Background: an optimization exercise with open tools, aiming at small area and a short achievable clock period. Do not read the settings as production practice.
In this exercise RTL edits were held to simulation tests only and were not proved equivalent to the original.
Power and IR drop assume default switching activity.

==> flow/design.v <==
module processor_arm #(parameter N = 64)
					  (input logic CLOCK_50, reset,
					   input logic ExtIRQ,
					   output logic [N-1:0] IM_addr,
					   input logic [31:0] IM_readData,
					   input logic [N-1:0] DM_readData,
					   output logic [N-1:0] DM_writeData, DM_addr,
					   output logic DM_writeEnable, DM_readEnable,
					   output logic ExtIAck);
	logic [31:0] I;
	logic [10:0] op;
	assign I  = IM_readData;
	assign op = I[31:21];
	logic isLDUR, isSTUR, isADD, isSUB, isAND, isORR, isCBZ, isMRS, isERET, isBR;
	assign isLDUR = (op == 11'b11111000010);
	assign isSTUR = (op == 11'b11111000000);
	assign isADD  = (op == 11'b10001011000);
	assign isSUB  = (op == 11'b11001011000);
	assign isAND  = (op == 11'b10001010000);
	assign isORR  = (op == 11'b10101010000);
	assign isCBZ  = (op[10:3] == 8'b10110100);
	assign isMRS  = (op == 11'b11010101001);
	assign isERET = (op == 11'b11010110100);
	assign isBR   = (op == 11'b11010110000);
	logic valid, nai, regWrite, branch;
	assign valid    = isLDUR | isSTUR | isADD | isSUB | isAND | isORR | isCBZ | isMRS | isERET | isBR;
	assign nai      = ~valid;
	assign regWrite = (isLDUR | isADD | isSUB | isAND | isORR | isMRS) & ~reset;
	assign branch   = isCBZ | isERET | isBR;
	assign DM_readEnable  = isLDUR & ~reset;
	assign DM_writeEnable = isSTUR & ~reset;
	logic [63:0] X [0:30];
	logic [4:0] ra1, ra2, wa;
	assign ra1 = I[9:5];
	assign ra2 = I[25] ? I[20:16] : I[4:0];
	assign wa  = I[4:0];
	logic [63:0] wd, rd1, rd2, rd1n;
	assign rd1 = ~rd1n;
	genvar gi;
	generate
		for (gi = 0; gi < 31; gi++) begin : g_reg
			always_ff @(posedge CLOCK_50)
				if (regWrite && wa == gi) X[gi] <= wd;
		end
	endgenerate
	logic [30:0] sel1, sel2;
	onehot31 D1 (.a(ra1), .y(sel1));
	onehot31 D2 (.a(ra2), .y(sel2));
	generate
		for (gi = 0; gi < 64; gi++) begin : g_rd
			logic [30:0] col;
			for (genvar r = 0; r < 31; r++) begin : g_c
				assign col[r] = X[r][gi];
			end
			rmux31 M1 (.d(col), .s(sel1), .yn(rd1n[gi]));
			rmux31p M2 (.d(col), .s(sel2), .y(rd2[gi]));
		end
	endgenerate
	addr_gen AG (.an(rd1n), .imm(I[20:12]), .y(DM_addr));
	assign DM_writeData = rd2;
	logic [63:0] sum;
	alu_addsub AS (.an(rd1n), .b(rd2), .sub(I[30]), .y(sum));
	logic [63:2] PC, ERR, ELR;
	logic [1:0]  ESR;
	logic [63:0] excData;
	always_comb
		case (I[13:12])
			2'b00: excData = {ERR, 2'b00};
			2'b01: excData = {ELR, 2'b00};
			2'b10: excData = {62'b0, ESR};
			default: excData = '0;
		endcase
	wb_mux WB (.ld(DM_readData), .exc(excData), .an(rd1n), .b(rd2), .sum(sum),
			   .sLD(I[28] & I[27]), .sMRS(I[28] & ~I[27]), .sAS(~I[28] & I[24]),
			   .sLG(~I[28] & ~I[24]), .sORR(I[29]), .y(wd));
	logic zero, taken, EProc;
	logic [63:2] pcPlus4, nextPC;
	assign zero     = ~|rd2;
	assign taken    = branch & zero;
	logic [63:2] pcBranch;
	pc_adders PA (.pc(PC), .off(isCBZ ? I[23:5] : 19'd0), .plus1(pcPlus4), .branch(pcBranch));
	assign nextPC   = taken ? (isERET ? ERR : pcBranch) : pcPlus4;
	assign EProc    = (ExtIRQ | nai) & ~reset;
	always_ff @(posedge CLOCK_50, posedge reset)
		if (reset) PC <= '0;
		else if (EProc) PC <= 62'd54;    
		else PC <= nextPC;
	always_ff @(posedge CLOCK_50, posedge reset)
		if (reset) begin
			ERR <= '0;
			ELR <= '0;
			ESR <= '0;
		end else if (EProc) begin
			ERR <= nextPC;
			ELR <= PC;
			ESR <= nai ? 2'b10 : 2'b01;
		end
	assign IM_addr = {PC, 2'b00};
	assign ExtIAck = ExtIRQ & (PC == 62'd54);
endmodule
module onehot31 (input logic [4:0] a,
				 output logic [30:0] y);
	always_comb
		for (int i = 0; i < 31; i++) y[i] = (a == i);
endmodule
module rmux31 (input logic [30:0] d, s,
			   output logic yn);
	logic [10:0] g;
	logic [2:0]  h;
	for (genvar k = 0; k < 10; k++) begin : g_aoi
		aoi222 A (.a1(d[3*k]), .a2(s[3*k]), .b1(d[3*k+1]), .b2(s[3*k+1]),
				  .c1(d[3*k+2]), .c2(s[3*k+2]), .y(g[k]));
	end
	nand2g N0 (.a(d[30]), .b(s[30]), .y(g[10]));
	nand4g N1 (.a(g[0]), .b(g[1]), .c(g[2]), .d(g[3]), .y(h[0]));
	nand4g N2 (.a(g[4]), .b(g[5]), .c(g[6]), .d(g[7]), .y(h[1]));
	nand3g N3 (.a(g[8]), .b(g[9]), .c(g[10]), .y(h[2]));
	nor3g  O1 (.a(h[0]), .b(h[1]), .c(h[2]), .y(yn));
endmodule
module rmux31p (input logic [30:0] d, s,
				output logic y);
	logic [10:0] g;
	logic [2:0]  h;
	for (genvar k = 0; k < 10; k++) begin : g_aoi
		aoi222 A (.a1(d[3*k]), .a2(s[3*k]), .b1(d[3*k+1]), .b2(s[3*k+1]),
				  .c1(d[3*k+2]), .c2(s[3*k+2]), .y(g[k]));
	end
	nand2g N0 (.a(d[30]), .b(s[30]), .y(g[10]));
	nand4g N1 (.a(g[0]), .b(g[1]), .c(g[2]), .d(g[3]), .y(h[0]));
	nand4g N2 (.a(g[4]), .b(g[5]), .c(g[6]), .d(g[7]), .y(h[1]));
	nand3g N3 (.a(g[8]), .b(g[9]), .c(g[10]), .y(h[2]));
	or3g   O1 (.a(h[0]), .b(h[1]), .c(h[2]), .y(y));
endmodule
module or3g (input logic a, b, c, output logic y);
	assign y = a | b | c;
endmodule
module aoi222 (input logic a1, a2, b1, b2, c1, c2, output logic y);
	assign y = ~((a1 & a2) | (b1 & b2) | (c1 & c2));
endmodule
module nand2g (input logic a, b, output logic y);
	assign y = ~(a & b);
endmodule
module nand3g (input logic a, b, c, output logic y);
	assign y = ~(a & b & c);
endmodule
module nand4g (input logic a, b, c, d, output logic y);
	assign y = ~(a & b & c & d);
endmodule
module nor3g (input logic a, b, c, output logic y);
	assign y = ~(a | b | c);
endmodule
module alu_addsub (input logic [63:0] an, b,
				   input logic sub,
				   output logic [63:0] y);
	logic [63:0] a;
	assign a = ~an;
	logic [63:0] bb, g, p;
	assign bb = b ^ {64{sub}};
	assign g = a & bb;
	assign p = a ^ bb;
	logic [63:0] G [0:12];
	logic [63:0] P [0:12];
	logic [64:0] c;
	logic [63:0] g0;
	assign g0 = {g[63:1], g[0] | (p[0] & sub)};
	assign G[0] = g0; assign P[0] = p;
	for (genvar l = 0; l < 6; l++) begin : up
		for (genvar i = 0; i < 64; i++) begin : b
			if ((i % (2 << l)) == (2 << l) - 1) begin
				assign G[l+1][i] = G[l][i] | (P[l][i] & G[l][i - (1 << l)]);
				assign P[l+1][i] = P[l][i] & P[l][i - (1 << l)];
			end else begin
				assign G[l+1][i] = G[l][i];
				assign P[l+1][i] = P[l][i];
			end
		end
	end
	for (genvar l = 5; l > 0; l--) begin : dn
		for (genvar i = 0; i < 64; i++) begin : b
			if ((i % (1 << l)) == (1 << (l-1)) - 1 && i >= (1 << l)) begin
				assign G[12-l][i] = G[11-l][i] | (P[11-l][i] & G[11-l][i - (1 << (l-1))]);
				assign P[12-l][i] = P[11-l][i] & P[11-l][i - (1 << (l-1))];
			end else begin
				assign G[12-l][i] = G[11-l][i];
				assign P[12-l][i] = P[11-l][i];
			end
		end
	end
	assign y = p ^ {G[11][62:0], sub};
endmodule
module wb_mux (input logic [63:0] ld, exc, an, b, sum,
			   input logic sLD, sMRS, sAS, sLG, sORR,
			   output logic [63:0] y);
	logic [63:0] a, lg;
	assign a  = ~an;
	assign lg = (a & b) | (a & {64{sORR}}) | (b & {64{sORR}});
	assign y = ({64{sLD}} & ld) | ({64{sMRS}} & exc) | ({64{sAS}} & sum) | ({64{sLG}} & lg);
endmodule
module pc_adders (input logic [63:2] pc,
				  input logic [18:0] off,
				  output logic [63:2] plus1, branch);
	logic [19:0] lo1, loB;
	logic [63:21] hi, hiInc, hiDec;
	assign lo1   = {1'b0, pc[20:2]} + 20'd1;
	assign loB   = {1'b0, pc[20:2]} + {1'b0, off};
	assign hi    = pc[63:21];
	assign hiInc = hi + 43'd1;
	assign hiDec = hi - 43'd1;
	assign plus1  = {lo1[19] ? hiInc : hi, lo1[18:0]};
	assign branch = {(loB[19] & ~off[18]) ? hiInc : ((~loB[19] & off[18]) ? hiDec : hi), loB[18:0]};
endmodule
module addr_gen (input logic [63:0] an,
				 input logic [8:0] imm,
				 output logic [63:0] y);
	logic [9:0] lo;
	logic c9;
	add9 L (.an(an[8:0]), .b(imm), .s(lo));
	carry9 C (.an(an[8:0]), .b(imm), .c(c9));
	assign y[8:0] = lo[8:0];
	logic n1;
	nor2g G1 (.a(an[10]), .b(an[9]), .y(n1));
	logic n2;
	nor2g G2 (.a(an[12]), .b(an[11]), .y(n2));
	logic n3;
	nor2g G3 (.a(an[14]), .b(an[13]), .y(n3));
	logic n4;
	nor2g G4 (.a(an[16]), .b(an[15]), .y(n4));
	logic n5;
	nor2g G5 (.a(an[18]), .b(an[17]), .y(n5));
	logic n6;
	nor2g G6 (.a(an[20]), .b(an[19]), .y(n6));
	logic n7;
	nor2g G7 (.a(an[22]), .b(an[21]), .y(n7));
	logic n8;
	nor2g G8 (.a(an[24]), .b(an[23]), .y(n8));
	logic n9;
	nor2g G9 (.a(an[26]), .b(an[25]), .y(n9));
	logic n10;
	nor2g G10 (.a(an[28]), .b(an[27]), .y(n10));
	logic n11;
	nor2g G11 (.a(an[30]), .b(an[29]), .y(n11));
	logic n12;
	nor2g G12 (.a(an[32]), .b(an[31]), .y(n12));
	logic n13;
	nor2g G13 (.a(an[34]), .b(an[33]), .y(n13));
	logic n14;
	nor2g G14 (.a(an[36]), .b(an[35]), .y(n14));
	logic n15;
	nor2g G15 (.a(an[38]), .b(an[37]), .y(n15));
	logic n16;
	nor2g G16 (.a(an[40]), .b(an[39]), .y(n16));
	logic n17;
	nor2g G17 (.a(an[42]), .b(an[41]), .y(n17));
	logic n18;
	nor2g G18 (.a(an[44]), .b(an[43]), .y(n18));
	logic n19;
	nor2g G19 (.a(an[46]), .b(an[45]), .y(n19));
	logic n20;
	nor2g G20 (.a(an[48]), .b(an[47]), .y(n20));
	logic n21;
	nor2g G21 (.a(an[50]), .b(an[49]), .y(n21));
	logic n22;
	nor2g G22 (.a(an[52]), .b(an[51]), .y(n22));
	logic n23;
	nor2g G23 (.a(an[54]), .b(an[53]), .y(n23));
	logic n24;
	nor2g G24 (.a(an[56]), .b(an[55]), .y(n24));
	logic n25;
	nor2g G25 (.a(an[58]), .b(an[57]), .y(n25));
	logic n26;
	nor2g G26 (.a(an[60]), .b(an[59]), .y(n26));
	logic n27;
	nor2g G27 (.a(an[62]), .b(an[61]), .y(n27));
	logic n28;
	logic n28i;
	invg I28 (.a(n1), .y(n28i));
	nor2g G28 (.a(n28i), .b(an[11]), .y(n28));
	logic n29;
	nand2g G29 (.a(n2), .b(n1), .y(n29));
	logic n30;
	logic n30i;
	invg I30 (.a(n3), .y(n30i));
	nor2g G30 (.a(n30i), .b(an[15]), .y(n30));
	logic n31;
	nand2g G31 (.a(n4), .b(n3), .y(n31));
	logic n32;
	logic n32i;
	invg I32 (.a(n5), .y(n32i));
	nor2g G32 (.a(n32i), .b(an[19]), .y(n32));
	logic n33;
	nand2g G33 (.a(n6), .b(n5), .y(n33));
	logic n34;
	logic n34i;
	invg I34 (.a(n7), .y(n34i));
	nor2g G34 (.a(n34i), .b(an[23]), .y(n34));
	logic n35;
	nand2g G35 (.a(n8), .b(n7), .y(n35));
	logic n36;
	logic n36i;
	invg I36 (.a(n9), .y(n36i));
	nor2g G36 (.a(n36i), .b(an[27]), .y(n36));
	logic n37;
	nand2g G37 (.a(n10), .b(n9), .y(n37));
	logic n38;
	logic n38i;
	invg I38 (.a(n11), .y(n38i));
	nor2g G38 (.a(n38i), .b(an[31]), .y(n38));
	logic n39;
	nand2g G39 (.a(n12), .b(n11), .y(n39));
	logic n40;
	logic n40i;
	invg I40 (.a(n13), .y(n40i));
	nor2g G40 (.a(n40i), .b(an[35]), .y(n40));
	logic n41;
	nand2g G41 (.a(n14), .b(n13), .y(n41));
	logic n42;
	logic n42i;
	invg I42 (.a(n15), .y(n42i));
	nor2g G42 (.a(n42i), .b(an[39]), .y(n42));
	logic n43;
	nand2g G43 (.a(n16), .b(n15), .y(n43));
	logic n44;
	logic n44i;
	invg I44 (.a(n17), .y(n44i));
	nor2g G44 (.a(n44i), .b(an[43]), .y(n44));
	logic n45;
	nand2g G45 (.a(n18), .b(n17), .y(n45));
	logic n46;
	logic n46i;
	invg I46 (.a(n19), .y(n46i));
	nor2g G46 (.a(n46i), .b(an[47]), .y(n46));
	logic n47;
	nand2g G47 (.a(n20), .b(n19), .y(n47));
	logic n48;
	logic n48i;
	invg I48 (.a(n21), .y(n48i));
	nor2g G48 (.a(n48i), .b(an[51]), .y(n48));
	logic n49;
	nand2g G49 (.a(n22), .b(n21), .y(n49));
	logic n50;
	logic n50i;
	invg I50 (.a(n23), .y(n50i));
	nor2g G50 (.a(n50i), .b(an[55]), .y(n50));
	logic n51;
	nand2g G51 (.a(n24), .b(n23), .y(n51));
	logic n52;
	logic n52i;
	invg I52 (.a(n25), .y(n52i));
	nor2g G52 (.a(n52i), .b(an[59]), .y(n52));
	logic n53;
	nand2g G53 (.a(n26), .b(n25), .y(n53));
	logic n54;
	nor2g G54 (.a(an[13]), .b(n29), .y(n54));
	logic n55;
	logic n55i;
	invg I55 (.a(n3), .y(n55i));
	nor2g G55 (.a(n55i), .b(n29), .y(n55));
	logic n56;
	logic n56i;
	invg I56 (.a(n30), .y(n56i));
	nor2g G56 (.a(n56i), .b(n29), .y(n56));
	logic n57;
	nor2g G57 (.a(n31), .b(n29), .y(n57));
	logic n58;
	nor2g G58 (.a(an[21]), .b(n33), .y(n58));
	logic n59;
	logic n59i;
	invg I59 (.a(n7), .y(n59i));
	nor2g G59 (.a(n59i), .b(n33), .y(n59));
	logic n60;
	logic n60i;
	invg I60 (.a(n34), .y(n60i));
	nor2g G60 (.a(n60i), .b(n33), .y(n60));
	logic n61;
	nor2g G61 (.a(n35), .b(n33), .y(n61));
	logic n62;
	nor2g G62 (.a(an[29]), .b(n37), .y(n62));
	logic n63;
	logic n63i;
	invg I63 (.a(n11), .y(n63i));
	nor2g G63 (.a(n63i), .b(n37), .y(n63));
	logic n64;
	logic n64i;
	invg I64 (.a(n38), .y(n64i));
	nor2g G64 (.a(n64i), .b(n37), .y(n64));
	logic n65;
	nor2g G65 (.a(n39), .b(n37), .y(n65));
	logic n66;
	nor2g G66 (.a(an[37]), .b(n41), .y(n66));
	logic n67;
	logic n67i;
	invg I67 (.a(n15), .y(n67i));
	nor2g G67 (.a(n67i), .b(n41), .y(n67));
	logic n68;
	logic n68i;
	invg I68 (.a(n42), .y(n68i));
	nor2g G68 (.a(n68i), .b(n41), .y(n68));
	logic n69;
	nor2g G69 (.a(n43), .b(n41), .y(n69));
	logic n70;
	nor2g G70 (.a(an[45]), .b(n45), .y(n70));
	logic n71;
	logic n71i;
	invg I71 (.a(n19), .y(n71i));
	nor2g G71 (.a(n71i), .b(n45), .y(n71));
	logic n72;
	logic n72i;
	invg I72 (.a(n46), .y(n72i));
	nor2g G72 (.a(n72i), .b(n45), .y(n72));
	logic n73;
	nor2g G73 (.a(n47), .b(n45), .y(n73));
	logic n74;
	nor2g G74 (.a(an[53]), .b(n49), .y(n74));
	logic n75;
	logic n75i;
	invg I75 (.a(n23), .y(n75i));
	nor2g G75 (.a(n75i), .b(n49), .y(n75));
	logic n76;
	logic n76i;
	invg I76 (.a(n50), .y(n76i));
	nor2g G76 (.a(n76i), .b(n49), .y(n76));
	logic n77;
	nor2g G77 (.a(n51), .b(n49), .y(n77));
	logic n78;
	nor2g G78 (.a(an[61]), .b(n53), .y(n78));
	logic n79;
	logic n79i;
	invg I79 (.a(n27), .y(n79i));
	nor2g G79 (.a(n79i), .b(n53), .y(n79));
	logic n80;
	logic n80i;
	invg I80 (.a(n57), .y(n80i));
	nor2g G80 (.a(n80i), .b(an[17]), .y(n80));
	logic n81;
	nand2g G81 (.a(n5), .b(n57), .y(n81));
	logic n82;
	nand2g G82 (.a(n32), .b(n57), .y(n82));
	logic n83;
	logic n83i;
	invg I83 (.a(n57), .y(n83i));
	nor2g G83 (.a(n83i), .b(n33), .y(n83));
	logic n84;
	nand2g G84 (.a(n58), .b(n57), .y(n84));
	logic n85;
	nand2g G85 (.a(n59), .b(n57), .y(n85));
	logic n86;
	nand2g G86 (.a(n60), .b(n57), .y(n86));
	logic n87;
	nand2g G87 (.a(n61), .b(n57), .y(n87));
	logic n88;
	logic n88i;
	invg I88 (.a(n65), .y(n88i));
	nor2g G88 (.a(n88i), .b(an[33]), .y(n88));
	logic n89;
	nand2g G89 (.a(n13), .b(n65), .y(n89));
	logic n90;
	nand2g G90 (.a(n40), .b(n65), .y(n90));
	logic n91;
	logic n91i;
	invg I91 (.a(n65), .y(n91i));
	nor2g G91 (.a(n91i), .b(n41), .y(n91));
	logic n92;
	nand2g G92 (.a(n66), .b(n65), .y(n92));
	logic n93;
	nand2g G93 (.a(n67), .b(n65), .y(n93));
	logic n94;
	nand2g G94 (.a(n68), .b(n65), .y(n94));
	logic n95;
	nand2g G95 (.a(n69), .b(n65), .y(n95));
	logic n96;
	logic n96i;
	invg I96 (.a(n73), .y(n96i));
	nor2g G96 (.a(n96i), .b(an[49]), .y(n96));
	logic n97;
	nand2g G97 (.a(n21), .b(n73), .y(n97));
	logic n98;
	nand2g G98 (.a(n48), .b(n73), .y(n98));
	logic n99;
	logic n99i;
	invg I99 (.a(n73), .y(n99i));
	nor2g G99 (.a(n99i), .b(n49), .y(n99));
	logic n100;
	nand2g G100 (.a(n74), .b(n73), .y(n100));
	logic n101;
	nand2g G101 (.a(n75), .b(n73), .y(n101));
	logic n102;
	nand2g G102 (.a(n76), .b(n73), .y(n102));
	logic n103;
	nand2g G103 (.a(n77), .b(n73), .y(n103));
	logic n104;
	nor2g G104 (.a(an[25]), .b(n87), .y(n104));
	logic n105;
	logic n105i;
	invg I105 (.a(n9), .y(n105i));
	nor2g G105 (.a(n105i), .b(n87), .y(n105));
	logic n106;
	logic n106i;
	invg I106 (.a(n36), .y(n106i));
	nor2g G106 (.a(n106i), .b(n87), .y(n106));
	logic n107;
	nor2g G107 (.a(n37), .b(n87), .y(n107));
	logic n108;
	logic n108i;
	invg I108 (.a(n62), .y(n108i));
	nor2g G108 (.a(n108i), .b(n87), .y(n108));
	logic n109;
	logic n109i;
	invg I109 (.a(n63), .y(n109i));
	nor2g G109 (.a(n109i), .b(n87), .y(n109));
	logic n110;
	logic n110i;
	invg I110 (.a(n64), .y(n110i));
	nor2g G110 (.a(n110i), .b(n87), .y(n110));
	logic n111;
	logic n111i;
	invg I111 (.a(n65), .y(n111i));
	nor2g G111 (.a(n111i), .b(n87), .y(n111));
	logic n112;
	logic n112i;
	invg I112 (.a(n88), .y(n112i));
	nor2g G112 (.a(n112i), .b(n87), .y(n112));
	logic n113;
	nor2g G113 (.a(n89), .b(n87), .y(n113));
	logic n114;
	nor2g G114 (.a(n90), .b(n87), .y(n114));
	logic n115;
	logic n115i;
	invg I115 (.a(n91), .y(n115i));
	nor2g G115 (.a(n115i), .b(n87), .y(n115));
	logic n116;
	nor2g G116 (.a(n92), .b(n87), .y(n116));
	logic n117;
	nor2g G117 (.a(n93), .b(n87), .y(n117));
	logic n118;
	nor2g G118 (.a(n94), .b(n87), .y(n118));
	logic n119;
	nor2g G119 (.a(n95), .b(n87), .y(n119));
	logic n120;
	nor2g G120 (.a(an[57]), .b(n103), .y(n120));
	logic n121;
	logic n121i;
	invg I121 (.a(n25), .y(n121i));
	nor2g G121 (.a(n121i), .b(n103), .y(n121));
	logic n122;
	logic n122i;
	invg I122 (.a(n52), .y(n122i));
	nor2g G122 (.a(n122i), .b(n103), .y(n122));
	logic n123;
	nor2g G123 (.a(n53), .b(n103), .y(n123));
	logic n124;
	logic n124i;
	invg I124 (.a(n78), .y(n124i));
	nor2g G124 (.a(n124i), .b(n103), .y(n124));
	logic n125;
	logic n125i;
	invg I125 (.a(n79), .y(n125i));
	nor2g G125 (.a(n125i), .b(n103), .y(n125));
	logic n126;
	logic n126i;
	invg I126 (.a(n119), .y(n126i));
	nor2g G126 (.a(n126i), .b(an[41]), .y(n126));
	logic n127;
	nand2g G127 (.a(n17), .b(n119), .y(n127));
	logic n128;
	nand2g G128 (.a(n44), .b(n119), .y(n128));
	logic n129;
	logic n129i;
	invg I129 (.a(n119), .y(n129i));
	nor2g G129 (.a(n129i), .b(n45), .y(n129));
	logic n130;
	nand2g G130 (.a(n70), .b(n119), .y(n130));
	logic n131;
	nand2g G131 (.a(n71), .b(n119), .y(n131));
	logic n132;
	nand2g G132 (.a(n72), .b(n119), .y(n132));
	logic n133;
	nand2g G133 (.a(n73), .b(n119), .y(n133));
	logic n134;
	nand2g G134 (.a(n96), .b(n119), .y(n134));
	logic n135;
	logic n135i;
	invg I135 (.a(n119), .y(n135i));
	nor2g G135 (.a(n135i), .b(n97), .y(n135));
	logic n136;
	logic n136i;
	invg I136 (.a(n119), .y(n136i));
	nor2g G136 (.a(n136i), .b(n98), .y(n136));
	logic n137;
	nand2g G137 (.a(n99), .b(n119), .y(n137));
	logic n138;
	logic n138i;
	invg I138 (.a(n119), .y(n138i));
	nor2g G138 (.a(n138i), .b(n100), .y(n138));
	logic n139;
	logic n139i;
	invg I139 (.a(n119), .y(n139i));
	nor2g G139 (.a(n139i), .b(n101), .y(n139));
	logic n140;
	logic n140i;
	invg I140 (.a(n119), .y(n140i));
	nor2g G140 (.a(n140i), .b(n102), .y(n140));
	logic n141;
	logic n141i;
	invg I141 (.a(n119), .y(n141i));
	nor2g G141 (.a(n141i), .b(n103), .y(n141));
	logic n142;
	nand2g G142 (.a(n120), .b(n119), .y(n142));
	logic n143;
	nand2g G143 (.a(n121), .b(n119), .y(n143));
	logic n144;
	nand2g G144 (.a(n122), .b(n119), .y(n144));
	logic n145;
	nand2g G145 (.a(n123), .b(n119), .y(n145));
	logic n146;
	nand2g G146 (.a(n124), .b(n119), .y(n146));
	logic n147;
	nand2g G147 (.a(n125), .b(n119), .y(n147));
	logic n148;
	nand2g G148 (.a(an[10]), .b(an[9]), .y(n148));
	logic n149;
	nand2g G149 (.a(an[12]), .b(an[11]), .y(n149));
	logic n150;
	nand2g G150 (.a(an[14]), .b(an[13]), .y(n150));
	logic n151;
	nand2g G151 (.a(an[16]), .b(an[15]), .y(n151));
	logic n152;
	nand2g G152 (.a(an[18]), .b(an[17]), .y(n152));
	logic n153;
	nand2g G153 (.a(an[20]), .b(an[19]), .y(n153));
	logic n154;
	nand2g G154 (.a(an[22]), .b(an[21]), .y(n154));
	logic n155;
	nand2g G155 (.a(an[24]), .b(an[23]), .y(n155));
	logic n156;
	nand2g G156 (.a(an[26]), .b(an[25]), .y(n156));
	logic n157;
	nand2g G157 (.a(an[28]), .b(an[27]), .y(n157));
	logic n158;
	nand2g G158 (.a(an[30]), .b(an[29]), .y(n158));
	logic n159;
	nand2g G159 (.a(an[32]), .b(an[31]), .y(n159));
	logic n160;
	nand2g G160 (.a(an[34]), .b(an[33]), .y(n160));
	logic n161;
	nand2g G161 (.a(an[36]), .b(an[35]), .y(n161));
	logic n162;
	nand2g G162 (.a(an[38]), .b(an[37]), .y(n162));
	logic n163;
	nand2g G163 (.a(an[40]), .b(an[39]), .y(n163));
	logic n164;
	nand2g G164 (.a(an[42]), .b(an[41]), .y(n164));
	logic n165;
	nand2g G165 (.a(an[44]), .b(an[43]), .y(n165));
	logic n166;
	nand2g G166 (.a(an[46]), .b(an[45]), .y(n166));
	logic n167;
	nand2g G167 (.a(an[48]), .b(an[47]), .y(n167));
	logic n168;
	nand2g G168 (.a(an[50]), .b(an[49]), .y(n168));
	logic n169;
	nand2g G169 (.a(an[52]), .b(an[51]), .y(n169));
	logic n170;
	nand2g G170 (.a(an[54]), .b(an[53]), .y(n170));
	logic n171;
	nand2g G171 (.a(an[56]), .b(an[55]), .y(n171));
	logic n172;
	nand2g G172 (.a(an[58]), .b(an[57]), .y(n172));
	logic n173;
	nand2g G173 (.a(an[60]), .b(an[59]), .y(n173));
	logic n174;
	nand2g G174 (.a(an[62]), .b(an[61]), .y(n174));
	logic n175;
	logic n175i;
	invg I175 (.a(an[11]), .y(n175i));
	nor2g G175 (.a(n175i), .b(n148), .y(n175));
	logic n176;
	nor2g G176 (.a(n149), .b(n148), .y(n176));
	logic n177;
	logic n177i;
	invg I177 (.a(an[15]), .y(n177i));
	nor2g G177 (.a(n177i), .b(n150), .y(n177));
	logic n178;
	nor2g G178 (.a(n151), .b(n150), .y(n178));
	logic n179;
	logic n179i;
	invg I179 (.a(an[19]), .y(n179i));
	nor2g G179 (.a(n179i), .b(n152), .y(n179));
	logic n180;
	nor2g G180 (.a(n153), .b(n152), .y(n180));
	logic n181;
	logic n181i;
	invg I181 (.a(an[23]), .y(n181i));
	nor2g G181 (.a(n181i), .b(n154), .y(n181));
	logic n182;
	nor2g G182 (.a(n155), .b(n154), .y(n182));
	logic n183;
	logic n183i;
	invg I183 (.a(an[27]), .y(n183i));
	nor2g G183 (.a(n183i), .b(n156), .y(n183));
	logic n184;
	nor2g G184 (.a(n157), .b(n156), .y(n184));
	logic n185;
	logic n185i;
	invg I185 (.a(an[31]), .y(n185i));
	nor2g G185 (.a(n185i), .b(n158), .y(n185));
	logic n186;
	nor2g G186 (.a(n159), .b(n158), .y(n186));
	logic n187;
	logic n187i;
	invg I187 (.a(an[35]), .y(n187i));
	nor2g G187 (.a(n187i), .b(n160), .y(n187));
	logic n188;
	nor2g G188 (.a(n161), .b(n160), .y(n188));
	logic n189;
	logic n189i;
	invg I189 (.a(an[39]), .y(n189i));
	nor2g G189 (.a(n189i), .b(n162), .y(n189));
	logic n190;
	nor2g G190 (.a(n163), .b(n162), .y(n190));
	logic n191;
	logic n191i;
	invg I191 (.a(an[43]), .y(n191i));
	nor2g G191 (.a(n191i), .b(n164), .y(n191));
	logic n192;
	nor2g G192 (.a(n165), .b(n164), .y(n192));
	logic n193;
	logic n193i;
	invg I193 (.a(an[47]), .y(n193i));
	nor2g G193 (.a(n193i), .b(n166), .y(n193));
	logic n194;
	nor2g G194 (.a(n167), .b(n166), .y(n194));
	logic n195;
	logic n195i;
	invg I195 (.a(an[51]), .y(n195i));
	nor2g G195 (.a(n195i), .b(n168), .y(n195));
	logic n196;
	nor2g G196 (.a(n169), .b(n168), .y(n196));
	logic n197;
	logic n197i;
	invg I197 (.a(an[55]), .y(n197i));
	nor2g G197 (.a(n197i), .b(n170), .y(n197));
	logic n198;
	nor2g G198 (.a(n171), .b(n170), .y(n198));
	logic n199;
	logic n199i;
	invg I199 (.a(an[59]), .y(n199i));
	nor2g G199 (.a(n199i), .b(n172), .y(n199));
	logic n200;
	nor2g G200 (.a(n173), .b(n172), .y(n200));
	logic n201;
	nand2g G201 (.a(an[13]), .b(n176), .y(n201));
	logic n202;
	logic n202i;
	invg I202 (.a(n176), .y(n202i));
	nor2g G202 (.a(n202i), .b(n150), .y(n202));
	logic n203;
	nand2g G203 (.a(n177), .b(n176), .y(n203));
	logic n204;
	nand2g G204 (.a(n178), .b(n176), .y(n204));
	logic n205;
	nand2g G205 (.a(an[21]), .b(n180), .y(n205));
	logic n206;
	logic n206i;
	invg I206 (.a(n180), .y(n206i));
	nor2g G206 (.a(n206i), .b(n154), .y(n206));
	logic n207;
	nand2g G207 (.a(n181), .b(n180), .y(n207));
	logic n208;
	nand2g G208 (.a(n182), .b(n180), .y(n208));
	logic n209;
	nand2g G209 (.a(an[29]), .b(n184), .y(n209));
	logic n210;
	logic n210i;
	invg I210 (.a(n184), .y(n210i));
	nor2g G210 (.a(n210i), .b(n158), .y(n210));
	logic n211;
	nand2g G211 (.a(n185), .b(n184), .y(n211));
	logic n212;
	nand2g G212 (.a(n186), .b(n184), .y(n212));
	logic n213;
	nand2g G213 (.a(an[37]), .b(n188), .y(n213));
	logic n214;
	logic n214i;
	invg I214 (.a(n188), .y(n214i));
	nor2g G214 (.a(n214i), .b(n162), .y(n214));
	logic n215;
	nand2g G215 (.a(n189), .b(n188), .y(n215));
	logic n216;
	nand2g G216 (.a(n190), .b(n188), .y(n216));
	logic n217;
	nand2g G217 (.a(an[45]), .b(n192), .y(n217));
	logic n218;
	logic n218i;
	invg I218 (.a(n192), .y(n218i));
	nor2g G218 (.a(n218i), .b(n166), .y(n218));
	logic n219;
	nand2g G219 (.a(n193), .b(n192), .y(n219));
	logic n220;
	nand2g G220 (.a(n194), .b(n192), .y(n220));
	logic n221;
	nand2g G221 (.a(an[53]), .b(n196), .y(n221));
	logic n222;
	logic n222i;
	invg I222 (.a(n196), .y(n222i));
	nor2g G222 (.a(n222i), .b(n170), .y(n222));
	logic n223;
	nand2g G223 (.a(n197), .b(n196), .y(n223));
	logic n224;
	nand2g G224 (.a(n198), .b(n196), .y(n224));
	logic n225;
	nand2g G225 (.a(an[61]), .b(n200), .y(n225));
	logic n226;
	logic n226i;
	invg I226 (.a(n200), .y(n226i));
	nor2g G226 (.a(n226i), .b(n174), .y(n226));
	logic n227;
	logic n227i;
	invg I227 (.a(an[17]), .y(n227i));
	nor2g G227 (.a(n227i), .b(n204), .y(n227));
	logic n228;
	nor2g G228 (.a(n152), .b(n204), .y(n228));
	logic n229;
	logic n229i;
	invg I229 (.a(n179), .y(n229i));
	nor2g G229 (.a(n229i), .b(n204), .y(n229));
	logic n230;
	logic n230i;
	invg I230 (.a(n180), .y(n230i));
	nor2g G230 (.a(n230i), .b(n204), .y(n230));
	logic n231;
	nor2g G231 (.a(n205), .b(n204), .y(n231));
	logic n232;
	logic n232i;
	invg I232 (.a(n206), .y(n232i));
	nor2g G232 (.a(n232i), .b(n204), .y(n232));
	logic n233;
	nor2g G233 (.a(n207), .b(n204), .y(n233));
	logic n234;
	nor2g G234 (.a(n208), .b(n204), .y(n234));
	logic n235;
	logic n235i;
	invg I235 (.a(an[33]), .y(n235i));
	nor2g G235 (.a(n235i), .b(n212), .y(n235));
	logic n236;
	nor2g G236 (.a(n160), .b(n212), .y(n236));
	logic n237;
	logic n237i;
	invg I237 (.a(n187), .y(n237i));
	nor2g G237 (.a(n237i), .b(n212), .y(n237));
	logic n238;
	logic n238i;
	invg I238 (.a(n188), .y(n238i));
	nor2g G238 (.a(n238i), .b(n212), .y(n238));
	logic n239;
	nor2g G239 (.a(n213), .b(n212), .y(n239));
	logic n240;
	logic n240i;
	invg I240 (.a(n214), .y(n240i));
	nor2g G240 (.a(n240i), .b(n212), .y(n240));
	logic n241;
	nor2g G241 (.a(n215), .b(n212), .y(n241));
	logic n242;
	nor2g G242 (.a(n216), .b(n212), .y(n242));
	logic n243;
	logic n243i;
	invg I243 (.a(an[49]), .y(n243i));
	nor2g G243 (.a(n243i), .b(n220), .y(n243));
	logic n244;
	nor2g G244 (.a(n168), .b(n220), .y(n244));
	logic n245;
	logic n245i;
	invg I245 (.a(n195), .y(n245i));
	nor2g G245 (.a(n245i), .b(n220), .y(n245));
	logic n246;
	logic n246i;
	invg I246 (.a(n196), .y(n246i));
	nor2g G246 (.a(n246i), .b(n220), .y(n246));
	logic n247;
	nor2g G247 (.a(n221), .b(n220), .y(n247));
	logic n248;
	logic n248i;
	invg I248 (.a(n222), .y(n248i));
	nor2g G248 (.a(n248i), .b(n220), .y(n248));
	logic n249;
	nor2g G249 (.a(n223), .b(n220), .y(n249));
	logic n250;
	nor2g G250 (.a(n224), .b(n220), .y(n250));
	logic n251;
	nand2g G251 (.a(an[25]), .b(n234), .y(n251));
	logic n252;
	logic n252i;
	invg I252 (.a(n234), .y(n252i));
	nor2g G252 (.a(n252i), .b(n156), .y(n252));
	logic n253;
	nand2g G253 (.a(n183), .b(n234), .y(n253));
	logic n254;
	nand2g G254 (.a(n184), .b(n234), .y(n254));
	logic n255;
	logic n255i;
	invg I255 (.a(n234), .y(n255i));
	nor2g G255 (.a(n255i), .b(n209), .y(n255));
	logic n256;
	nand2g G256 (.a(n210), .b(n234), .y(n256));
	logic n257;
	logic n257i;
	invg I257 (.a(n234), .y(n257i));
	nor2g G257 (.a(n257i), .b(n211), .y(n257));
	logic n258;
	logic n258i;
	invg I258 (.a(n234), .y(n258i));
	nor2g G258 (.a(n258i), .b(n212), .y(n258));
	logic n259;
	nand2g G259 (.a(n235), .b(n234), .y(n259));
	logic n260;
	nand2g G260 (.a(n236), .b(n234), .y(n260));
	logic n261;
	nand2g G261 (.a(n237), .b(n234), .y(n261));
	logic n262;
	nand2g G262 (.a(n238), .b(n234), .y(n262));
	logic n263;
	nand2g G263 (.a(n239), .b(n234), .y(n263));
	logic n264;
	nand2g G264 (.a(n240), .b(n234), .y(n264));
	logic n265;
	nand2g G265 (.a(n241), .b(n234), .y(n265));
	logic n266;
	nand2g G266 (.a(n242), .b(n234), .y(n266));
	logic n267;
	nand2g G267 (.a(an[57]), .b(n250), .y(n267));
	logic n268;
	logic n268i;
	invg I268 (.a(n250), .y(n268i));
	nor2g G268 (.a(n268i), .b(n172), .y(n268));
	logic n269;
	nand2g G269 (.a(n199), .b(n250), .y(n269));
	logic n270;
	nand2g G270 (.a(n200), .b(n250), .y(n270));
	logic n271;
	logic n271i;
	invg I271 (.a(n250), .y(n271i));
	nor2g G271 (.a(n271i), .b(n225), .y(n271));
	logic n272;
	nand2g G272 (.a(n226), .b(n250), .y(n272));
	logic n273;
	logic n273i;
	invg I273 (.a(an[41]), .y(n273i));
	nor2g G273 (.a(n273i), .b(n266), .y(n273));
	logic n274;
	nor2g G274 (.a(n164), .b(n266), .y(n274));
	logic n275;
	logic n275i;
	invg I275 (.a(n191), .y(n275i));
	nor2g G275 (.a(n275i), .b(n266), .y(n275));
	logic n276;
	logic n276i;
	invg I276 (.a(n192), .y(n276i));
	nor2g G276 (.a(n276i), .b(n266), .y(n276));
	logic n277;
	nor2g G277 (.a(n217), .b(n266), .y(n277));
	logic n278;
	logic n278i;
	invg I278 (.a(n218), .y(n278i));
	nor2g G278 (.a(n278i), .b(n266), .y(n278));
	logic n279;
	nor2g G279 (.a(n219), .b(n266), .y(n279));
	logic n280;
	nor2g G280 (.a(n220), .b(n266), .y(n280));
	logic n281;
	logic n281i;
	invg I281 (.a(n243), .y(n281i));
	nor2g G281 (.a(n281i), .b(n266), .y(n281));
	logic n282;
	logic n282i;
	invg I282 (.a(n244), .y(n282i));
	nor2g G282 (.a(n282i), .b(n266), .y(n282));
	logic n283;
	logic n283i;
	invg I283 (.a(n245), .y(n283i));
	nor2g G283 (.a(n283i), .b(n266), .y(n283));
	logic n284;
	logic n284i;
	invg I284 (.a(n246), .y(n284i));
	nor2g G284 (.a(n284i), .b(n266), .y(n284));
	logic n285;
	logic n285i;
	invg I285 (.a(n247), .y(n285i));
	nor2g G285 (.a(n285i), .b(n266), .y(n285));
	logic n286;
	logic n286i;
	invg I286 (.a(n248), .y(n286i));
	nor2g G286 (.a(n286i), .b(n266), .y(n286));
	logic n287;
	logic n287i;
	invg I287 (.a(n249), .y(n287i));
	nor2g G287 (.a(n287i), .b(n266), .y(n287));
	logic n288;
	logic n288i;
	invg I288 (.a(n250), .y(n288i));
	nor2g G288 (.a(n288i), .b(n266), .y(n288));
	logic n289;
	nor2g G289 (.a(n267), .b(n266), .y(n289));
	logic n290;
	logic n290i;
	invg I290 (.a(n268), .y(n290i));
	nor2g G290 (.a(n290i), .b(n266), .y(n290));
	logic n291;
	nor2g G291 (.a(n269), .b(n266), .y(n291));
	logic n292;
	nor2g G292 (.a(n270), .b(n266), .y(n292));
	logic n293;
	logic n293i;
	invg I293 (.a(n271), .y(n293i));
	nor2g G293 (.a(n293i), .b(n266), .y(n293));
	logic n294;
	nor2g G294 (.a(n272), .b(n266), .y(n294));
	assign y[9] = ~an[9] ^ c9 ^ imm[8];
	assign y[10] = ~an[10] ^ (c9 ? (~imm[8] & ~an[9]) : (imm[8] & an[9]));
	assign y[11] = ~an[11] ^ (c9 ? (~imm[8] & n1) : (imm[8] & ~n148));
	assign y[12] = ~an[12] ^ (c9 ? (~imm[8] & n28) : (imm[8] & n175));
	assign y[13] = ~an[13] ^ (c9 ? (~imm[8] & ~n29) : (imm[8] & n176));
	assign y[14] = ~an[14] ^ (c9 ? (~imm[8] & n54) : (imm[8] & ~n201));
	assign y[15] = ~an[15] ^ (c9 ? (~imm[8] & n55) : (imm[8] & n202));
	assign y[16] = ~an[16] ^ (c9 ? (~imm[8] & n56) : (imm[8] & ~n203));
	assign y[17] = ~an[17] ^ (c9 ? (~imm[8] & n57) : (imm[8] & ~n204));
	assign y[18] = ~an[18] ^ (c9 ? (~imm[8] & n80) : (imm[8] & n227));
	assign y[19] = ~an[19] ^ (c9 ? (~imm[8] & ~n81) : (imm[8] & n228));
	assign y[20] = ~an[20] ^ (c9 ? (~imm[8] & ~n82) : (imm[8] & n229));
	assign y[21] = ~an[21] ^ (c9 ? (~imm[8] & n83) : (imm[8] & n230));
	assign y[22] = ~an[22] ^ (c9 ? (~imm[8] & ~n84) : (imm[8] & n231));
	assign y[23] = ~an[23] ^ (c9 ? (~imm[8] & ~n85) : (imm[8] & n232));
	assign y[24] = ~an[24] ^ (c9 ? (~imm[8] & ~n86) : (imm[8] & n233));
	assign y[25] = ~an[25] ^ (c9 ? (~imm[8] & ~n87) : (imm[8] & n234));
	assign y[26] = ~an[26] ^ (c9 ? (~imm[8] & n104) : (imm[8] & ~n251));
	assign y[27] = ~an[27] ^ (c9 ? (~imm[8] & n105) : (imm[8] & n252));
	assign y[28] = ~an[28] ^ (c9 ? (~imm[8] & n106) : (imm[8] & ~n253));
	assign y[29] = ~an[29] ^ (c9 ? (~imm[8] & n107) : (imm[8] & ~n254));
	assign y[30] = ~an[30] ^ (c9 ? (~imm[8] & n108) : (imm[8] & n255));
	assign y[31] = ~an[31] ^ (c9 ? (~imm[8] & n109) : (imm[8] & ~n256));
	assign y[32] = ~an[32] ^ (c9 ? (~imm[8] & n110) : (imm[8] & n257));
	assign y[33] = ~an[33] ^ (c9 ? (~imm[8] & n111) : (imm[8] & n258));
	assign y[34] = ~an[34] ^ (c9 ? (~imm[8] & n112) : (imm[8] & ~n259));
	assign y[35] = ~an[35] ^ (c9 ? (~imm[8] & n113) : (imm[8] & ~n260));
	assign y[36] = ~an[36] ^ (c9 ? (~imm[8] & n114) : (imm[8] & ~n261));
	assign y[37] = ~an[37] ^ (c9 ? (~imm[8] & n115) : (imm[8] & ~n262));
	assign y[38] = ~an[38] ^ (c9 ? (~imm[8] & n116) : (imm[8] & ~n263));
	assign y[39] = ~an[39] ^ (c9 ? (~imm[8] & n117) : (imm[8] & ~n264));
	assign y[40] = ~an[40] ^ (c9 ? (~imm[8] & n118) : (imm[8] & ~n265));
	assign y[41] = ~an[41] ^ (c9 ? (~imm[8] & n119) : (imm[8] & ~n266));
	assign y[42] = ~an[42] ^ (c9 ? (~imm[8] & n126) : (imm[8] & n273));
	assign y[43] = ~an[43] ^ (c9 ? (~imm[8] & ~n127) : (imm[8] & n274));
	assign y[44] = ~an[44] ^ (c9 ? (~imm[8] & ~n128) : (imm[8] & n275));
	assign y[45] = ~an[45] ^ (c9 ? (~imm[8] & n129) : (imm[8] & n276));
	assign y[46] = ~an[46] ^ (c9 ? (~imm[8] & ~n130) : (imm[8] & n277));
	assign y[47] = ~an[47] ^ (c9 ? (~imm[8] & ~n131) : (imm[8] & n278));
	assign y[48] = ~an[48] ^ (c9 ? (~imm[8] & ~n132) : (imm[8] & n279));
	assign y[49] = ~an[49] ^ (c9 ? (~imm[8] & ~n133) : (imm[8] & n280));
	assign y[50] = ~an[50] ^ (c9 ? (~imm[8] & ~n134) : (imm[8] & n281));
	assign y[51] = ~an[51] ^ (c9 ? (~imm[8] & n135) : (imm[8] & n282));
	assign y[52] = ~an[52] ^ (c9 ? (~imm[8] & n136) : (imm[8] & n283));
	assign y[53] = ~an[53] ^ (c9 ? (~imm[8] & ~n137) : (imm[8] & n284));
	assign y[54] = ~an[54] ^ (c9 ? (~imm[8] & n138) : (imm[8] & n285));
	assign y[55] = ~an[55] ^ (c9 ? (~imm[8] & n139) : (imm[8] & n286));
	assign y[56] = ~an[56] ^ (c9 ? (~imm[8] & n140) : (imm[8] & n287));
	assign y[57] = ~an[57] ^ (c9 ? (~imm[8] & n141) : (imm[8] & n288));
	assign y[58] = ~an[58] ^ (c9 ? (~imm[8] & ~n142) : (imm[8] & n289));
	assign y[59] = ~an[59] ^ (c9 ? (~imm[8] & ~n143) : (imm[8] & n290));
	assign y[60] = ~an[60] ^ (c9 ? (~imm[8] & ~n144) : (imm[8] & n291));
	assign y[61] = ~an[61] ^ (c9 ? (~imm[8] & ~n145) : (imm[8] & n292));
	assign y[62] = ~an[62] ^ (c9 ? (~imm[8] & ~n146) : (imm[8] & n293));
	assign y[63] = ~an[63] ^ (c9 ? (~imm[8] & ~n147) : (imm[8] & n294));
endmodule
module add9 (input logic [8:0] an, b, output logic [9:0] s);
	assign s = {1'b0, ~an} + {1'b0, b};
endmodule
module carry9 (input logic [8:0] an, b, output logic c);
	logic [8:0] g, p;
	assign g = ~an & b;
	assign p = ~an | b;
	logic [3:0] g1n, p1n;       
	for (genvar k = 0; k < 4; k++) begin : l1
		aoi21g A (.a(g[2*k+2]), .b(p[2*k+2]), .c(g[2*k+1]), .y(g1n[k]));
		nand2g N (.a(p[2*k+2]), .b(p[2*k+1]), .y(p1n[k]));
	end
	logic [1:0] g2, p2;         
	for (genvar k = 0; k < 2; k++) begin : l2
		oai21g O (.a(g1n[2*k+1]), .b(p1n[2*k+1]), .c(g1n[2*k]), .y(g2[k]));
		nor2g  R (.a(p1n[2*k+1]), .b(p1n[2*k]), .y(p2[k]));
	end
	logic g3n, p3n;             
	aoi21g A3 (.a(g2[1]), .b(p2[1]), .c(g2[0]), .y(g3n));
	nand2g N3 (.a(p2[1]), .b(p2[0]), .y(p3n));
	logic g0n;
	assign g0n = an[0] | ~b[0];
	oai21g O4 (.a(g3n), .b(p3n), .c(g0n), .y(c));
endmodule
module aoi21g (input logic a, b, c, output logic y);
	assign y = ~(a | (b & c));
endmodule
module oai21g (input logic a, b, c, output logic y);
	assign y = ~(a & (b | c));
endmodule
module nor2g (input logic a, b, output logic y);
	assign y = ~(a | b);
endmodule
module invg (input logic a, output logic y);
	assign y = ~a;
endmodule
==> flow/flow/run.sh <==
#!/bin/bash
# The standard layout (the standard.sh, all ORFS steps from its standard
# synthesis to the routed layout), with one change: the ports get plain
# sky130_fd_sc_hd__buf_2 buffers instead of ORFS's default delay buffers.
# The whole output of the make run goes to standard.log in the work folder;
# each ORFS step also keeps its own log under orfs/logs/.
set -euo pipefail
export BUFFER_PORTS_ARGS="-buffer_cell sky130_fd_sc_hd__buf_2"
bash standard.sh > standard.log 2>&1
==> flow/standard.sh <==
#!/bin/bash
# synth_recipe.tcl (not shown) runs the flow's synth.tcl, then flattens the netlist and writes it again
# the make line also repeats each setting of config.mk as NAME=value (left out here)
make -C /OpenROAD-flow-scripts/flow DESIGN_CONFIG=/design/flow/config.mk WORK_HOME=/design/flow/orfs CLKGATE_MAP_FILE= SYNTH_SCRIPT=/design/flow/synth_recipe.tcl "${@:-finish}"
==> flow/config.mk <==
export PLATFORM = sky130hd
export DESIGN_NAME = processor_arm
export DESIGN_NICKNAME = processor_arm
export VERILOG_FILES = /design/flow/design.v
export SDC_FILE = /design/flow/constraint.sdc
export NUM_CORES = 4
export LEC_CHECK = 0
export CAP_MARGIN = 30
export CORE_MARGIN = 2
export CORE_UTILIZATION = 40
export CTS_CLUSTER_DIAMETER = 60
export CTS_CLUSTER_SIZE = 30
export PLACE_DENSITY = 0.55
export SETUP_SLACK_MARGIN = 5
export SLEW_MARGIN = 20
export SYNTH_HIERARCHICAL = 1
==> flow/constraint.sdc <==
create_clock -name core_clock -period 14.5 [get_ports {CLOCK_50}]
set_input_delay 2.9000 -clock core_clock [delete_from_list [all_inputs] [get_ports {CLOCK_50}]]
set_output_delay 2.9000 -clock core_clock [all_outputs]
set_load 0.01 [all_outputs]
==> results.txt <==
power breakdown:
part	leakage, nW	internal [mW]	switching (mW)
Sequential	20.5	7.29	0.0184
Clock	2.83	2.37	2.67
Combinational	17.6	0.887	2.05
worst min-delay path by stage:
stage / end / cells past startpoint / slack [ns]
floorplan: ESR[1] / 1 / 0.44
global placement: ESR[1] / 1 / 0.45
detailed placement: ELR[7] / 2 / 0.46
CTS: ELR[28] / 2 / 0.48
global route: ELR[13] / 2 / 0.48
finish: ELR[25] / 2 / 0.48
worst register-to-register path, stage by stage (launching register included):
cell and delay [ns]:
edfxtp_1 0.43, a222oi_1 0.65, nand4_1 0.32, nor3_2 0.21, buf_4 0.20, buf_4 0.17, a21oi_1 0.09, fa_1 0.47
a211o_1 0.33, a211o_1 0.37, nand3_2 0.16, a211oi_4 0.09, buf_12 0.15, o211ai_2 0.20, o21ai_2 0.16, a21o_1 0.27
a31o_1 0.23, fa_1 0.37, xor2_1 0.17, a222oi_1 0.65, o211ai_1 0.18, buf_4 0.29
layout make-up:
class,count,area (um^2)
Fill cell,21400,128000
Tap cell,3330,4170
Timing Repair Buffer,968,8960
Multi-Input combinational cell,4409,35600
Inverter,232,875
Antenna cell,30,75.1
Clock inverter,121,1770
Clock buffer,169,4070
Sequential cell,2172,64300
state kept, by name (all words and copies together) (netlist names):
signal  cells
ESR         2
ERR        62
X        1984
PC         62
ELR        62
per-layer routing:
metal,part of all wire,wire (um),global-route usage,vias up
li1,-,-,-,32600
met1,0.34,165000,0.465,42200
met2,0.42,200000,0.521,8132
met3,0.17,79400,0.138,1555
met4,0.075,36100,0.227,20
met5,0.00099,474,0.0118,-
repair_timing:
| item | 4_1_cts | 5_1_grt |
|---|---|---|
| cloned | 21 | 11 |
| endpoints found under the setup margin | 1005 | 176 |
| pin swaps | 149 | 103 |
| gates resized for setup | 321 | 116 |
| buffers inserted | 233 | 41 |
stage by stage:
stage / std cells / hold WS [ns] / utilization
CTS: 11300 / 0.479 / 0.477
global route: 11400 / 0.484 / 0.482
detailed placement: 10800 / 0.463 / 0.435
finish: 11400 / 0.476 / 0.483
floorplan: 7011 / 0.442 / -
global placement: 10800 / 0.453 / 0.434
==> results.txt <==
die area 253000 um^2; cell mode on critical path buf_12; Hold Fails Final Rpt 0; Placer Congestion 1.01; WL final 480000 um; vias in the first global route 77600; Critical Path Stages 20; Setup TNS 0 ns; Vias 84500; Ys Warns 12; synthesized instance count 7010; final net count 8163; Initial Utilization 0.401; TritonCTS clock tree built; H-tree depth 4; endpoints failing setup 0; Core Box Area 248000 um^2; Power Dens Cells 128 nW/um^2; CP max stage delay 0.45 ns; Post-Place Cell Area 108000 um^2; Pwr Total 15.3 mW; CTS buffer count 156; Avg Inst Size Synth 14.2 um^2; Worst EP required 11.60 ns; hpwl dp 290000 um; commonest non-fill, non-tap cells in the layout edfxtp_1 (1984), a222oi_1 (1343), nand2_1 (614), buf_4 (477), nor2_1 (341); Die Wd 503 um; VDD IR max 0.144 mV; CP max FO 14; fmax 101 MHz; Top delay family on crit path simple AND/OR/NAND/NOR gates; Post-Syn Area 99600 um^2; clock transition at the registers of the reported paths 0.06 ns; GR Overflow Total 0; crit path capture DM_addr[63]; Crit Reg-Reg Startpoint X[6][0]; R2R Path End X[17][47]; Setup WS post-layout 4.63 ns; Rows 183; RSZ-0062 raised after global routing yes; clk sinks 2172; most common cell after layout, fill and taps aside edfxtp_1; minimum clock period 9.87 ns; drt wl/cell 42.0 um; number of I/O port buffers 291; root buf cell clkbuf_16; critical path type in -> out; critical path endpoint category primary output; status complete, no violations; crit path from IM_readData[5]; First-pass DRT Iterations 17; WP data arrival 6.97 ns; Clk Latency, worst-skew pair 0.89 ns; worst reg-to-reg setup slack 8.02 ns; global-route total usage across every layer 0.365; die height 503 um; vias per cell 7.39; CP max stage cell nand4_1; max_cap viols 0; Worst-Margin Slew 1.13 ns; initial antenna violation count 37; Hold Crit Start ELR[25]; Detailed Route Iter0 Violations 22700; Place WS 2.38 ns; cells along the critical path buf_12, nand3b_1, nor2_4, buf_12, buf_16, a222oi_1, nand4_1, nor3_4, buf_4, nor2b_2, a21oi_2, o21ai_2, a21oi_2, o21ai_4, buf_12, nand2b_4, buf_6, o2bb2ai_4, xnor2_4, buf_6; Rel. slew slack 0.245; hold crit path type reg -> reg; skew final 0.0960 ns; startpoint types input pin; clk buf depth 3; DRC errors left 0; fin. max-slew vios 0; post-route cell area 120000 um^2; I/O pin count 294; Tcrit/Tclk final 0.681; Area growth syn-to-layout 20.2%; Leak 40.9 nW; first-pass GRT wire length 641000 um; layout cell share with drive strength beyond 1 0.210; largest net degree at the start of global routing 89; Routed Antenna Nets 0; CP bufs+invs 7; cells on worst reg2reg path 21; CTS Hold Buffers Added 0

[separate check: timing with driven ports]
The flow's constraints put no driver on any port. The routed layout listed below was extracted and timed again, unchanged, in two steps. Step 1 (the two cells are an assumption about what drives the block):
set clk [get_ports {CLOCK_50}]
set_driving_cell -lib_cell sky130_fd_sc_hd__clkbuf_16 $clk
set_driving_cell -lib_cell sky130_fd_sc_hd__buf_2 [delete_from_list [all_inputs] $clk]
Step 2 times the ports against the registers' clock, not the clock port: input delays grow and output delays shrink by t, the midpoint of the rising clock arrivals with the driver on. Three values: no drivers, after step 1, after step 2; two values: the first two.
t, ns: 0.954
setup WS [ns]: 4.631 / 4.475 / 4.100
worst setup path after step 2: input to register
worst data-port slew with drivers (ns): 0.25
After both steps this run still meets setup and hold. For this run, drivers alone change the setup slack by -0.156 ns; drivers and shift together by -0.531 ns.
